Source: an optimization exercise on an open RTL-to-GDS flow (aim: small area and a short achievable clock period). Production flows keep margins and buffers that such runs may drop. Only simulation tests tie the RTL to the original design; equivalence was not proved. Power and IR drop assume default switching activity.

==> flow/design.v (excerpt) <==
module work_zyq(CLK,rst,keystat,dataout);
	input CLK;
	input rst;
	input [4:0]keystat;
	output [31:0]dataout;
	reg [31:0]dataout;
	reg [14:0]first;       
	reg [2:0]preop;        
	reg [4:0]prestat;      
	wire [14:0] second;
	zq_v4 uv(.d(dataout[15:0]), .v(second));
	wire subm = preop[0];
	wire [14:0] u;
	wire uco;              
	zq_rca #(15) uas(.a(first), .b(second ^ {15{subm}}), .ci(subm), .s(u), .co(uco));
	wire gt = uco & |u;
	wire [14:0] mag;       
	zq_cneg #(15) uneg(.x(u), .n(subm & ~uco), .y(mag));
	wire [15:0] sum = {uco, mag};
	wire [28:0] prod;
	zq_mul15 umul(.a(first), .b(second), .p(prod));
	wire [14:0] quo;
	zq_div15 udiv(.n(first), .d(second), .q(quo));
	wire is_add = preop == 3'b110;
	wire is_sub = preop == 3'b111;
	wire is_mul = preop == 3'b100;
	wire is_div = preop == 3'b101;
	wire is_none = ~preop[2];
	wire [28:0] ans = ({29{is_add}} & {13'd0, uco, 15'd0}) |
	                  ({29{is_add | is_sub}} & {14'd0, mag}) |
  ...
Size: roughly 2,600 cells after synthesis, about 55 flip-flops, ~39 I/O pins, about 16,000 µm² of cells after synthesis.
==> module work_zyq, before the edit <==
module work_zyq(CLK,rst,keystat,dataout);
	input CLK;
	input rst;
	input [4:0]keystat;
	output [31:0]dataout;
	reg [31:0]dataout;
	reg [14:0]first;       
	reg [2:0]preop;        
	reg [4:0]prestat;      
	wire [14:0] second;
	zq_v4 uv(.d(dataout[15:0]), .v(second));
	wire subm = preop[0];
	wire [14:0] u;
	wire uco;              
	zq_rca #(15) uas(.a(first), .b(second ^ {15{subm}}), .ci(subm), .s(u), .co(uco));
	wire gt = uco & |u;
	wire [14:0] mag;       
	zq_cneg #(15) uneg(.x(u), .n(subm & ~uco), .y(mag));
	wire [15:0] sum = {uco, mag};
	wire [28:0] prod;
	zq_mul15 umul(.a(first), .b(second), .p(prod));
	wire [14:0] quo;
	zq_div15 udiv(.n(first), .d(second), .q(quo));
	wire is_add = preop == 3'b110;
	wire is_sub = preop == 3'b111;
	wire is_mul = preop == 3'b100;
	wire is_div = preop == 3'b101;
	wire is_none = ~preop[2];
	wire [28:0] ans = ({29{is_add}} & {13'd0, uco, 15'd0}) |
	                  ({29{is_add | is_sub}} & {14'd0, mag}) |
	                  ({29{is_mul}} & prod) |
	                  ({29{is_div}} & {14'd0, quo}) |
	                  29'd0;    
	wire [31:0] bcd;
	zq_bcd29 ubcd(.b(ans), .d(bcd));
	wire neg = is_sub & ~gt;
	wire [4:0] nz;         
	assign nz[0] = |bcd[3:0];
	assign nz[1] = |bcd[7:4];
	assign nz[2] = |bcd[11:8];
	assign nz[3] = |bcd[15:12];
	assign nz[4] = |bcd[19:16];
	wire [5:1] sgn;
	assign sgn[1] = neg & ~|nz[4:1];
	assign sgn[2] = neg & nz[1] & ~|nz[4:2];
	assign sgn[3] = neg & nz[2] & ~|nz[4:3];
	assign sgn[4] = neg & nz[3] & ~nz[4];
	assign sgn[5] = neg & nz[4];
	wire dz = is_div & ~|second;
	wire [31:0] res = dz ? 32'h00000EDD :
		bcd | {8'd0, {4{sgn[5]}}, {4{sgn[4]}}, {4{sgn[3]}}, {4{sgn[2]}}, {4{sgn[1]}}, 4'd0};
	wire d_keep, d_shift, d_res, f_load, f_keep;
	wire [4:0] k_nx;
	zq_ctl uctl(.rst(rst), .keystat(keystat), .prestat(prestat),
		.d_keep(d_keep), .d_shift(d_shift), .d_res(d_res), .f_load(f_load), .f_keep(f_keep), .k_nx(k_nx));
	always @(posedge CLK) begin
		dataout <= ({32{d_keep}} & dataout) | ({32{d_shift}} & {dataout[27:0], keystat[3:0]}) |
		           ({32{d_res}} & res);
		first <= ({15{f_keep}} & first) | ({15{f_load}} & second);
		preop <= ({3{f_keep}} & preop) | ({3{f_load}} & {1'b1, keystat[1:0]});
		prestat <= k_nx;
	end
endmodule
==> module zq_ctl, before the edit <==
module zq_ctl(rst, keystat, prestat, d_keep, d_shift, d_res, f_load, f_keep, k_nx);
	input rst;
	input [4:0] keystat, prestat;
	output d_keep, d_shift, d_res, f_load, f_keep;
	output [4:0] k_nx;
	wire kedge = keystat != prestat;
	wire k_num = ~keystat[4];                         
	wire k_dig = k_num & ~(keystat[3] & (keystat[2] | keystat[1]));
	wire k_op  = k_num & keystat[3] & (keystat[2] ^ keystat[1]);
	wire k_eq  = keystat == 5'h0F;
	wire run = ~rst & kedge;
	assign d_keep  = ~rst & ~(kedge & k_num);
	assign d_shift = run & k_dig;
	assign d_res   = run & k_eq;
	assign f_load  = run & k_op;
	assign f_keep  = ~rst & ~f_load;
	assign k_nx = rst ? 5'h10 : keystat;
endmodule
Settings: LEC_CHECK=0, CAP_MARGIN=20, CORE_MARGIN=2, CORE_UTILIZATION=40, SLEW_MARGIN=20; clock period 220.0 ns.
standard.sh (not shown) runs the stock make flow with config.mk's settings and CLKGATE_MAP_FILE= SYNTH_SCRIPT=/design/flow/synth_recipe.tcl, a recipe that flattens the netlist after the stock synthesis.
==> flow/flow/run.sh <==
#!/bin/bash
# Own layout flow: the standard synthesis and layout, except that
#  - Yosys skips the quick ABC pass inside synth (-noabc), extracts full/half adder
#    cells only in the modules listed in flow/fa_modules.txt (kept apart until mapping,
#    then flattened like the rest), and maps the logic with the area-oriented ABC script
#    in flow/abc.script (no gate upsizing); the next-state module zq_ctl is mapped with
#    ORFS's speed script;
#  - port buffers are buf_2 cells;
#  - the resizer's repair_timing aims at the slack in flow/margin.txt (the SDC's clock is
#    unchanged).
# Each tool's full output goes to a log file in the work folder.
set -euo pipefail
WORK=$(pwd)
FL=$WORK/flow
MARGIN=$(cat "$FL/margin.txt")
FAMODS=$(cat "$FL/fa_modules.txt")

sed -e "s#^source \$::env(SCRIPTS_DIR)/synth_preamble.tcl#source \$::env(SCRIPTS_DIR)/synth_preamble.tcl\nset abc_fast \$abc_args\nset abc_args [lreplace \$abc_args 1 1 $FL/abc.script]#" \
    -e "s#^  extract_fa {\*}\[dont_use_extract_fa_args\]\$#  extract_fa {*}[dont_use_extract_fa_args] $FAMODS#" \
    -e "s#^  log_cmd abc {\*}\$abc_args\$#  log_cmd abc {*}\$abc_fast zq_ctl\n  log_cmd abc {*}\$abc_args \$::env(DESIGN_NAME) $FAMODS#" \
  "$FLOW_HOME/scripts/synth.tcl" > "$WORK/own_synth.tcl"
grep -q "lreplace \$abc_args 1 1" "$WORK/own_synth.tcl"
grep -q "abc_fast zq_ctl" "$WORK/own_synth.tcl"
grep -q "extract_fa {\*}\[dont_use_extract_fa_args\] $FAMODS" "$WORK/own_synth.tcl"
sed "s#\$::env(SCRIPTS_DIR)/synth.tcl#$WORK/own_synth.tcl#" "$WORK/synth_recipe.tcl" > "$WORK/own_synth_recipe.tcl"
grep -q "own_synth.tcl" "$WORK/own_synth_recipe.tcl"
sed "s#SYNTH_SCRIPT=[^ ]*#SYNTH_SCRIPT=$WORK/own_synth_recipe.tcl#" "$WORK/standard.sh" > "$WORK/own_synth.sh"
grep -q "own_synth_recipe.tcl" "$WORK/own_synth.sh"

SYNTH_KEEP_MODULES="zq_ctl $FAMODS" SYNTH_ARGS=-noabc bash "$WORK/own_synth.sh" synth > "$WORK/synth.log" 2>&1
export BUFFER_PORTS_ARGS="-buffer_cell sky130_fd_sc_hd__buf_2"
export SETUP_SLACK_MARGIN=$MARGIN
bash "$WORK/standard.sh" > "$WORK/layout.log" 2>&1
test -f "$WORK/out/final.def"
==> flow/flow/abc.script <==
strash
dch
amap
topo
==> flow/flow/fa_modules.txt <==
zq_mul15
==> flow/flow/margin.txt <==
174.6
The starting point finished clean.
==> next run, changes <==
--- a/flow/design.v
+++ b/flow/design.v
@@ -15,8 +15,8 @@
 	zq_rca #(15) uas(.a(first), .b(second ^ {15{subm}}), .ci(subm), .s(u), .co(uco));
 	wire gt = uco & |u;
 	wire [14:0] mag;       
-	zq_cneg #(15) uneg(.x(u), .n(subm & ~uco), .y(mag));
-	wire [15:0] sum = {uco, mag};
+	zq_cneg #(15) uneg(.x(u), .n(~uco), .y(mag));
+	wire [15:0] sum = {uco, u};
 	wire [28:0] prod;
 	zq_mul15 umul(.a(first), .b(second), .p(prod));
 	wire [14:0] quo;
@@ -26,11 +26,11 @@
 	wire is_mul = preop == 3'b100;
 	wire is_div = preop == 3'b101;
 	wire is_none = ~preop[2];
-	wire [28:0] ans = ({29{is_add}} & {13'd0, uco, 15'd0}) |
-	                  ({29{is_add | is_sub}} & {14'd0, mag}) |
+	wire [28:0] ans = ({29{is_add}} & {13'd0, sum}) |
+	                  ({29{is_sub}} & {14'd0, mag}) |
 	                  ({29{is_mul}} & prod) |
 	                  ({29{is_div}} & {14'd0, quo}) |
-	                  29'd0;    
+	                  ({29{is_none}} & {14'd0, first});
 	wire [31:0] bcd;
 	zq_bcd29 ubcd(.b(ans), .d(bcd));
 	wire neg = is_sub & ~gt;
@@ -49,15 +49,17 @@
 	wire dz = is_div & ~|second;
 	wire [31:0] res = dz ? 32'h00000EDD :
 		bcd | {8'd0, {4{sgn[5]}}, {4{sgn[4]}}, {4{sgn[3]}}, {4{sgn[2]}}, {4{sgn[1]}}, 4'd0};
-	wire d_keep, d_shift, d_res, f_load, f_keep;
+	wire [31:0] d_nx;
+	wire [14:0] f_nx;
+	wire [2:0] p_nx;
 	wire [4:0] k_nx;
-	zq_ctl uctl(.rst(rst), .keystat(keystat), .prestat(prestat),
-		.d_keep(d_keep), .d_shift(d_shift), .d_res(d_res), .f_load(f_load), .f_keep(f_keep), .k_nx(k_nx));
+	zq_ctl uctl(.rst(rst), .keystat(keystat), .prestat(prestat), .dataout(dataout), .res(res),
+		.first(first), .second(second), .preop(preop),
+		.d_nx(d_nx), .f_nx(f_nx), .p_nx(p_nx), .k_nx(k_nx));
 	always @(posedge CLK) begin
-		dataout <= ({32{d_keep}} & dataout) | ({32{d_shift}} & {dataout[27:0], keystat[3:0]}) |
-		           ({32{d_res}} & res);
-		first <= ({15{f_keep}} & first) | ({15{f_load}} & second);
-		preop <= ({3{f_keep}} & preop) | ({3{f_load}} & {1'b1, keystat[1:0]});
+		dataout <= d_nx;
+		first <= f_nx;
+		preop <= p_nx;
 		prestat <= k_nx;
 	end
 endmodule
@@ -156,10 +158,15 @@
 	endfunction
 	assign d = conv(b);
 endmodule
-module zq_ctl(rst, keystat, prestat, d_keep, d_shift, d_res, f_load, f_keep, k_nx);
+module zq_ctl(rst, keystat, prestat, dataout, res, first, second, preop, d_nx, f_nx, p_nx, k_nx);
 	input rst;
 	input [4:0] keystat, prestat;
-	output d_keep, d_shift, d_res, f_load, f_keep;
+	input [31:0] dataout, res;
+	input [14:0] first, second;
+	input [2:0] preop;
+	output [31:0] d_nx;
+	output [14:0] f_nx;
+	output [2:0] p_nx;
 	output [4:0] k_nx;
 	wire kedge = keystat != prestat;
 	wire k_num = ~keystat[4];                         
@@ -167,11 +174,15 @@
 	wire k_op  = k_num & keystat[3] & (keystat[2] ^ keystat[1]);
 	wire k_eq  = keystat == 5'h0F;
 	wire run = ~rst & kedge;
-	assign d_keep  = ~rst & ~(kedge & k_num);
-	assign d_shift = run & k_dig;
-	assign d_res   = run & k_eq;
-	assign f_load  = run & k_op;
-	assign f_keep  = ~rst & ~f_load;
+	wire d_keep  = ~rst & ~(kedge & k_num);
+	wire d_shift = run & k_dig;
+	wire d_res   = run & k_eq;
+	wire f_load  = run & k_op;
+	wire f_keep  = ~rst & ~f_load;
+	assign d_nx = ({32{d_keep}} & dataout) | ({32{d_shift}} & {dataout[27:0], keystat[3:0]}) |
+	              ({32{d_res}} & res);
+	assign f_nx = ({15{f_keep}} & first) | ({15{f_load}} & second);
+	assign p_nx = ({3{f_keep}} & preop) | ({3{f_load}} & {1'b1, keystat[1:0]});
 	assign k_nx = rst ? 5'h10 : keystat;
 endmodule
 module zq_v4(d, v);
Effect: Core utilization falls by 0.87 points; die area is higher by a few percent; clock-buffer cell count is unchanged; total power goes up by about a fifth; final area came out higher by a few percent; via count rises slightly; sequential power barely changes; routed wire length is lower by a few percent.

==> afterwards: timing with drivers on the ports <==
How much do the figures lean on ideal ports? The routed layouts below were timed once more, with nothing changed but the port constraints. Step 1 assumes that a clkbuf_16 drives the clock port and a buf_2 every other input. Step 2, shift: input delay + t, output delay - t, t = (earliest + latest rising clock arrival at the registers) / 2. This alone moves slack from input paths to output paths. Three values: ideal ports, drivers, drivers and shift; two values: the first two.
| run | t, ns | setup WS [ns] | clock arrival spread, ns | cell pins on the clock port's net |
|---|---|---|---|---|
| the first run | 0.340 | 174.640 / 174.657 / 174.317 | 0.007 / 0.008 | 1 |
| the second run | 0.342 | 174.762 / 174.715 / 174.474 | 0.010 / 0.010 | 1 |
After both steps setup and hold are still met in every run listed. The setup slack of the first run, which loses most, moves by +0.017 ns with the drivers and by -0.323 ns with both steps.
